From an optimization exercise on the open Yosys and OpenROAD flow, aimed at small area, a short achievable clock period and few clock cycles per item; shortcuts taken in it are not production practice. The RTL was checked by simulation tests, not by an equivalence proof against the original design. Power figures rest on the tool's default switching activity, not on a simulated workload.

===== flow/run.sh =====
#!/bin/bash
# synth_recipe.tcl (not shown) runs the flow's synth.tcl, then flattens the netlist and writes it again
# the make line also repeats each setting of config.mk as NAME=value (left out here)
make -C /OpenROAD-flow-scripts/flow DESIGN_CONFIG=/design/flow/config.mk WORK_HOME=/design/flow/orfs CLKGATE_MAP_FILE= SYNTH_SCRIPT=/design/flow/synth_recipe.tcl finish

===== flow/config.mk =====
export PLATFORM = sky130hd
export DESIGN_NAME = RFILE
export DESIGN_NICKNAME = RFILE
export VERILOG_FILES = /design/flow/design.v
export SDC_FILE = /design/flow/constraint.sdc
export NUM_CORES = 8
export LEC_CHECK = 0
export CAP_MARGIN = 20
export CORE_MARGIN = 2
export CORE_UTILIZATION = 40
export SLEW_MARGIN = 20

===== flow/constraint.sdc =====
create_clock -name core_clock -period 115.0 [get_ports {clk}]
set_input_delay 23.0000 -clock core_clock [delete_from_list [all_inputs] [get_ports {clk}]]
set_output_delay 23.0000 -clock core_clock [all_outputs]
set_load 0.01 [all_outputs]

===== flow/design.v =====
`timescale 1ns/10ps
module RFILE(clk, rst, A_x, A_y, B_x, B_y, C_x, C_y, rssiA, rssiB, rssiC, valueA, valueB, valueC, expA, expB, expC, busy, out_valid, xt, yt);
input           clk;
input           rst;
input  [7:0]    A_x;
input  [7:0]    A_y; 
input  [7:0]    B_x; 
input  [7:0]    B_y; 
input  [7:0]    C_x; 
input  [7:0]    C_y;
input  [19:0]   rssiA;
input  [19:0]   rssiB;
input  [19:0]   rssiC;
input  [15:0]   valueA;
input  [15:0]   valueB;
input  [15:0]   valueC;
output [11:0]   expA;
output [11:0]   expB;
output [11:0]   expC;
output          busy;
output          out_valid;
output [7:0]    xt;
output [7:0]    yt;
reg [1:0] cs,ns;
reg [3:0] cs_p,ns_p;  
reg done,busy;
reg out_valid;
reg pow_a,pow_b,pow_c;
reg [31:0] d_a,d_b,d_c;
reg signed [15:0] X_0,X_1,Y_0,Y_1,C_0,C_1;
reg signed [31:0] delt_x,delt_y,delt;
reg [7:0] xt,yt;
reg [7:0] d_ar,d_br,d_cr;
reg [7:0] cnt_pow_a,cnt_pow_b,cnt_pow_c;
reg [11:0] expA;
reg [11:0] expB;
reg [11:0] expC;
parameter IDLE = 2'd0;
parameter RECV = 2'd3;
parameter PROCESS = 2'd1;
parameter OUT = 2'd2;
parameter P_IDLE = 4'd0;
parameter P_RSSI_2S = 4'd1;
parameter P_DISTANCE_0 = 4'd2;
parameter P_DISTANCE_1 = 4'd3;
parameter P_DISTANCE_2 = 4'd4;
parameter P_DISTANCE_3 = 4'd5;
parameter P_DISTANCE_4 = 4'd6;
parameter P_COMPUTE_0 = 4'd7;
parameter P_COMPUTE_1 = 4'd8;
parameter P_COMPUTE_2 = 4'd9;
parameter P_COMPUTE_3 = 4'd10;
parameter P_COMPUTE_4 = 4'd11;
parameter P_POW = 4'd12;
parameter P_DONE = 4'd15;
always@(posedge clk or posedge rst) begin
    if(rst) begin
        cs <= IDLE;
        cs_p <= P_IDLE;
    end 
    else begin
        cs <= ns;
        cs_p <= ns_p;
    end
end
always@(*) begin
    case(cs)
    IDLE: ns = RECV;
    RECV: ns = PROCESS;
    PROCESS: begin
        if(done == 1'd1) ns = OUT;
        else ns = PROCESS;
    end
    OUT: ns = RECV;
    default: ns = IDLE; 
    endcase
end
always@(*) begin
    if(cs == PROCESS || cs == RECV) begin
        case(cs_p)
        P_IDLE: ns_p = P_RSSI_2S;
        P_RSSI_2S: ns_p = P_DISTANCE_0;
        P_DISTANCE_0: ns_p = P_DISTANCE_1;
        P_DISTANCE_1: begin
            ns_p = P_DISTANCE_2;
        end
        P_DISTANCE_2: begin
            ns_p = P_POW;
        end
        P_POW: begin
            if(pow_a == 1'd1 && pow_b == 1'd1 && pow_c == 1'd1) ns_p = P_DISTANCE_3;
            else ns_p = P_POW;
        end
        P_DISTANCE_3: begin
            ns_p = P_DISTANCE_4;
        end
        P_DISTANCE_4: begin
            ns_p = P_COMPUTE_0;
        end
        P_COMPUTE_0: begin
            ns_p = P_COMPUTE_1;
        end
        P_COMPUTE_1: begin
            ns_p = P_COMPUTE_2;
        end
        P_COMPUTE_2: begin
            ns_p = P_COMPUTE_3;
        end
        P_COMPUTE_3: begin
            ns_p = P_COMPUTE_4;
        end
        P_COMPUTE_4: begin
            ns_p = P_DONE;
        end
        P_DONE: begin
            ns_p = P_DONE;
        end
        default: ns_p = P_IDLE;
        endcase 
    end
    else ns_p = P_IDLE;
end
always@(posedge clk or posedge rst) begin
    if(rst) begin
        d_a <= 48'd0;
        d_b <= 48'd0;
        d_c <= 48'd0; 
        pow_a <= 1'd0;
        pow_b <= 1'd0;
        pow_c <= 1'd0;
        xt <= 8'd0;
        yt <= 8'd0;
        X_0 <= 17'd0;
        X_1 <= 17'd0;
        Y_0 <= 17'd0;
        Y_1 <= 17'd0;
        C_0 <= 17'd0;
        C_1 <= 17'd0;
        delt_x <= 33'd0;
        delt_y <= 33'd0;
        delt <= 33'd0;
        cnt_pow_a <= 8'd0;
        cnt_pow_b <= 8'd0;
        cnt_pow_c <= 8'd0;
        expA <= 12'd0;
        expB <= 12'd0;
        expC <= 12'd0;
    end
    else if(cs_p == IDLE) begin
        pow_a <= 1'd0;
        pow_b <= 1'd0;
        pow_c <= 1'd0;
    end
    else if(cs_p == P_RSSI_2S) begin
        d_a[19:0] <= ~(rssiA-20'h1);
        d_b[19:0] <= ~(rssiB-20'h1);
        d_c[19:0] <= ~(rssiC-20'h1);
    end
    else if(cs_p == P_DISTANCE_0) begin
        d_a <= ((d_a[19:0]-{8'd59,12'd0})>>1);
        d_b <= ((d_b[19:0]-{8'd59,12'd0})>>1);
        d_c <= ((d_c[19:0]-{8'd59,12'd0})>>1);
    end
    else if(cs_p == P_DISTANCE_1) begin
        d_a <= d_a / 4'd10;
        d_b <= d_b / 4'd10;
        d_c <= d_c / 4'd10;
    end
    else if(cs_p == P_DISTANCE_2) begin
        d_ar <= d_a[19:12];
        d_br <= d_b[19:12];
        d_cr <= d_c[19:12];
        d_a <= 32'd1;
        d_b <= 32'd1;
        d_c <= 32'd1;
        cnt_pow_a <= 8'd0;
        cnt_pow_b <= 8'd0;
        cnt_pow_c <= 8'd0;
        expA <= d_a[11:0];
        expB <= d_b[11:0];
        expC <= d_c[11:0];
    end
    else if(cs_p == P_POW) begin
        if(cnt_pow_a < d_ar) begin
            d_a <= d_a*4'd10;
            cnt_pow_a <= cnt_pow_a + 8'd1;
        end
        else pow_a <= 1'd1;
        if(cnt_pow_b < d_br) begin
            d_b <= d_b*4'd10;
            cnt_pow_b <= cnt_pow_b + 8'd1;
        end
        else pow_b <= 1'd1;
        if(cnt_pow_c < d_cr) begin
            d_c <= d_c*4'd10;
            cnt_pow_c <= cnt_pow_c + 8'd1;
        end
        else pow_c <= 1'd1;
    end
    else if(cs_p == P_DISTANCE_3) begin
        pow_a <= 1'd0;
        pow_b <= 1'd0;
        pow_c <= 1'd0;
        d_a <= (d_a * valueA)>>12;
        d_b <= (d_b * valueB)>>12;
        d_c <= (d_c * valueC)>>12;
    end
    else if(cs_p == P_DISTANCE_4) begin
        d_a <= d_a*d_a;
        d_b <= d_b*d_b;
        d_c <= d_c*d_c;
    end
    else if(cs_p == P_COMPUTE_0) begin
        C_0 <= (d_a - d_b) - A_x*A_x + B_x*B_x - A_y*A_y + B_y*B_y;
    end
    else if(cs_p == P_COMPUTE_1) begin
        C_1 <= (d_b - d_c) - B_x*B_x + C_x*C_x - B_y*B_y + C_y*C_y;
    end
    else if(cs_p == P_COMPUTE_2) begin
        X_0 <= (B_x - A_x)<<1;
        X_1 <= (C_x - B_x)<<1;
        Y_0 <= (B_y - A_y)<<1;
        Y_1 <= (C_y - B_y)<<1;
    end
    else if(cs_p == P_COMPUTE_3) begin
        delt <= X_0*Y_1 - X_1*Y_0;
        delt_x <= C_0*Y_1 - Y_0*C_1;
        delt_y <= X_0*C_1 - X_1*C_0;
    end
    else if(cs_p == P_COMPUTE_4) begin
    end
    else if(cs_p == P_DONE) begin
         xt <= delt_x / delt;
         yt <= delt_y / delt;
    end
end
always@(posedge clk or posedge rst) begin
    if(rst) busy <= 1'd0;
    else if(ns == RECV || ns == PROCESS) busy <= 1'd1;
    else if(ns == OUT) busy <= 1'd0;
end
always@(posedge clk or posedge rst) begin
    if(rst) out_valid <= 1'd0;
    else if(ns == OUT) out_valid <= 1'd1;
    else out_valid <= 1'd0;
end
always@(posedge clk or posedge rst) begin
    if(rst) done <= 1'd0;
    else if(ns_p == P_DONE) done <= 1'd1;
    else done <= 1'd0;
end
endmodule

==> results.cfg <==
[setup_path]
cpLargestDelayFamily = compound AO/OA/AOI/OAI gates
end_kind = flop
r2r_slack_ns = 6.37
path_depth = 532
worst_path_largest_cell_delay_ns = 0.61
startpoint_type = flop
cp_slowest_cell = or4_4
r2r_end = xt[6]
path_buf_inv = 20
worstPathMaxFanout = 37
path_common_cell = o21a_1
r2r_cells = 532
cp_data_required_time_ns = 115.70
crit_end = xt[6]
path_class = flop to flop
critPathArrivalTime_ns = 109.33
crit_path_start = delt[2]
worstReg2RegStart = delt[2]

[finish]
drive_gt1_frac = 0.05736
final_area_um2 = 218600
fin_cells = 30540
area_growth_pct = 6.338
fin_nets = 29920

[cts]
ctsHoldBuffers = 0
root_buffer = clkbuf_16
cts_buffer_depth = 3
numCtsBuffers = 55
cts_tree = built
htreeDepth = 2
clk_latency_ns = 0.85
path_clk_slew_ns = 0.06
clock-sinks = 368

[sta]
fmax_mhz = 9.205
layout_setup_ws_ns = 6.367
hold_viol_final = 0
post-route-period-util = 0.9446
slew_headroom = 0.1111
setup_viol = 0
period_needed_ns = 108.63
holdWs_ns = 0.4724
setup_tns_ns = 0
worstMarginPinSlew_ns = 1.321
finClkSkew_ns = 0.1525
final-max-slew-violation-count = 0

[grt]
use_met2 = 0.4166
grt_max_degree = 110
antenna_found_initial = 30
grt_usage = 0.2449
grt_busiest_layer = met2
grt_pass1_wl_um = 996200
grt_pass1_vias = 171100
use_met3 = 0.02666
grt_overflow_total = 0
use_met1 = 0.3185

[power_and_ir_drop]
seqPwrFrac = 0.006
p_clk_uw = 201
p_comb_mw = 69.9
seq-power_uw = 427
pwr-share-comb = 0.991
power_leader = combinational cells
switchingPower_mw = 40.62
p_leak_nw = 107.7
p_clk_frac = 0.003
vdd_drop_max_mv = 1.232
switching_share = 0.5757
powerDensity_nw_per_um2 = 322.8
internal_power_mw = 29.94

[synthesis]
yosysTopAreaCell = fa_1
synth-main-ff-cell = dfrtp_1
synth_edf_count = 24
synthCells = 24090
ys_seq_area_frac = 0.04538
syn_avg_cell_area_um2 = 8.535
ys_ff_latch = 368
ys_types = 146
ys_async_sr_fraction = 0.9348
syn_area_um2 = 205600
yosysWarnings = 1
synth_fp_nets = 30290
synth_top_area_share = 0.3455
synthTopCellsByArea = fa_1, ha_1, inv_1, nand2_1, dfrtp_1

[placed_design]
gp_congestion = 0.9445
dpl-instance-area_um2 = 215300
post-place-ws_ns = 1.653
portBuffers = 211
dp_cells = 30340
hpwl_um = 507500

[floorplanning]
rows = 263
core_um2 = 512400
ioPinCount = 212
fp.dieW_um = 720.9
start_util = 0.4012
dieArea_um2 = 519700
die_y_um = 720.9

[drt]
wire_per_inst_um = 20.87
dr.pass1.iters = 8
vias_per_cell = 5.464
ant_nets = 0
drtIter0Drc = 11410
vias = 166900
detail_route.wirelength_um = 637400
drcViolationCount = 0

[hold_path]
holdPathEnd = yt[1]
min_path_cells = 2
hp-class = flop to flop
min_from = yt[1]

[outcome]
status = timing/DRC/antenna clean

[flow_run]
drv_cap = 0
Yosys cell counts (166+ instances only):
library cell / number
nand2_1: 2660
ha_1: 2498
inv_1: 4264
xnor2_1: 736
o21bai_1: 166
o31ai_1: 392
nand3_1: 171
a21oi_1: 765
a21o_1: 257
fa_1: 3548
dfrtp_1: 344
clkbuf_1: 888
o21a_1: 834
nand2b_1: 200
nor2_1: 1196
mux2_2: 411
xor2_1: 262
nor3_1: 967
and2_1: 899
o21ai_0: 761
registers in the layout (all words and copies together), names as in the netlist, 9 cells and up:
signal / cells
d_a: 32
d_b: 32
d_c: 32
delt_x: 31
delt_y: 31
delt: 30
C_0: 16
C_1: 16
expA: 12
expB: 12
expC: 12
X_0: 9
X_1: 9
Y_0: 9
Y_1: 9
power groups by stage:
stage / registers [mW] / logic (mW) / clock network (mW)
global placement: 0.425 / 69.1 / 0
floorplan: 0.358 / 51.0 / 0
kinds of logic after synthesis:
| logic type | after synthesis | synth area share |
|---|---|---|
| AO/OA/AOI/OAI | 4020 | 0.1324 |
| XOR/XNOR | 1003 | 0.04292 |
| adder cells (fa/ha/maj) | 6058 | 0.4982 |
| buffers and inverters | 5367 | 0.09900 |
| flip-flops | 368 | 0.04538 |
| multiplexers | 516 | 0.02852 |
| AND/OR/NAND/NOR | 6754 | 0.1536 |
per-layer routing:
metal	wire (um)	share of wire	vias up
li1	-	-	77360
met1	266600	0.42	83690
met2	304700	0.48	4737
met3	35380	0.056	1070
met4	30540	0.048	10
met5	71	0.00011	-
metrics by stage:
step | total power, mW | util
2_1_floorplan | 51.39 | -
6_report | 70.56 | 0.4266
3_3_place_gp | 69.49 | 0.4203
3_5_place_dp | 70.11 | 0.4203
4_1_cts | 70.82 | 0.4242
5_1_grt | 78.19 | 0.4266
placed cells by master (no fill, tap or decap), drive strengths merged, types with 166 or more instances in the layout:
| cell | synthesis | layout |
|---|---|---|
| inv | 4268 | 4275 |
| fa | 3548 | 3548 |
| nand2 | 2661 | 2661 |
| ha | 2498 | 2498 |
| nor2 | 1199 | 1200 |
| nor3 | 971 | 971 |
| and2 | 900 | 900 |
| o21a | 834 | 834 |
| o21ai | 817 | 821 |
| a21oi | 771 | 771 |
| xnor2 | 740 | 740 |
| mux2 | 432 | 432 |
| buf | 188 | 432 |
| o31ai | 398 | 398 |
| dfrtp | 344 | 344 |
| xor2 | 263 | 263 |
| a21o | 257 | 257 |
| clkdlybuf4s50 | 0 | 210 |
| nand2b | 202 | 202 |
| nand3 | 173 | 173 |
| o21bai | 166 | 166 |
what timing repair did:
action	in CTS	in global routing
setup buffers	0	68
gates resized for setup	0	130
endpoints found under the setup margin	0	16
area by class of cell:
cell class	instances	area, um^2
diodes	18	45.04
clock buffers	69	1520
clock inverters	34	493.0
fillers	50830	293800
inverters	4291	16130
multi-input cells	18360	177000
flip-flops and latches	368	9403
well taps	6757	8454
repair buffers	643	5542
repair inverters	1	5.005
how the worst min path moves through the flow:
stage / startpoint / to / slack [ns] / depth (start not counted)
after floorplan: cs[1] / busy / 0.43 / 1
after global placement: expC[3] / expC[3] / 0.46 / 2
Testbench counts, summed over its fixed seeds: cycles 8,717, items 512.

## afterwards: timing with drivers on the ports
No port has a modelled driver above. Below, the same layout with a new extraction and two added sets of constraints.
Step 1, drivers: a clkbuf_16 drives clk and a buf_2 each remaining input, both assumed.
Step 2 moves the port delays by t, midway between the first and last clock arrival at a register: inputs arrive t later, outputs are due t later. That takes back most of the time a late clock gives input paths.
a / b / c = ideal / step 1 / step 2; a / b = the first two.
t, ns: 0.890
slack for setup (ns): 6.367 / 6.367 / 6.367
worst hold slack (ns): 0.472 / 0.472 / 0.472
worst register clock-pin slew, ns: 0.08 / 0.08
After both steps setup and hold are still met in this run. For this run, drivers alone change the setup slack by 0.000 ns; drivers and shift together by 0.000 ns.
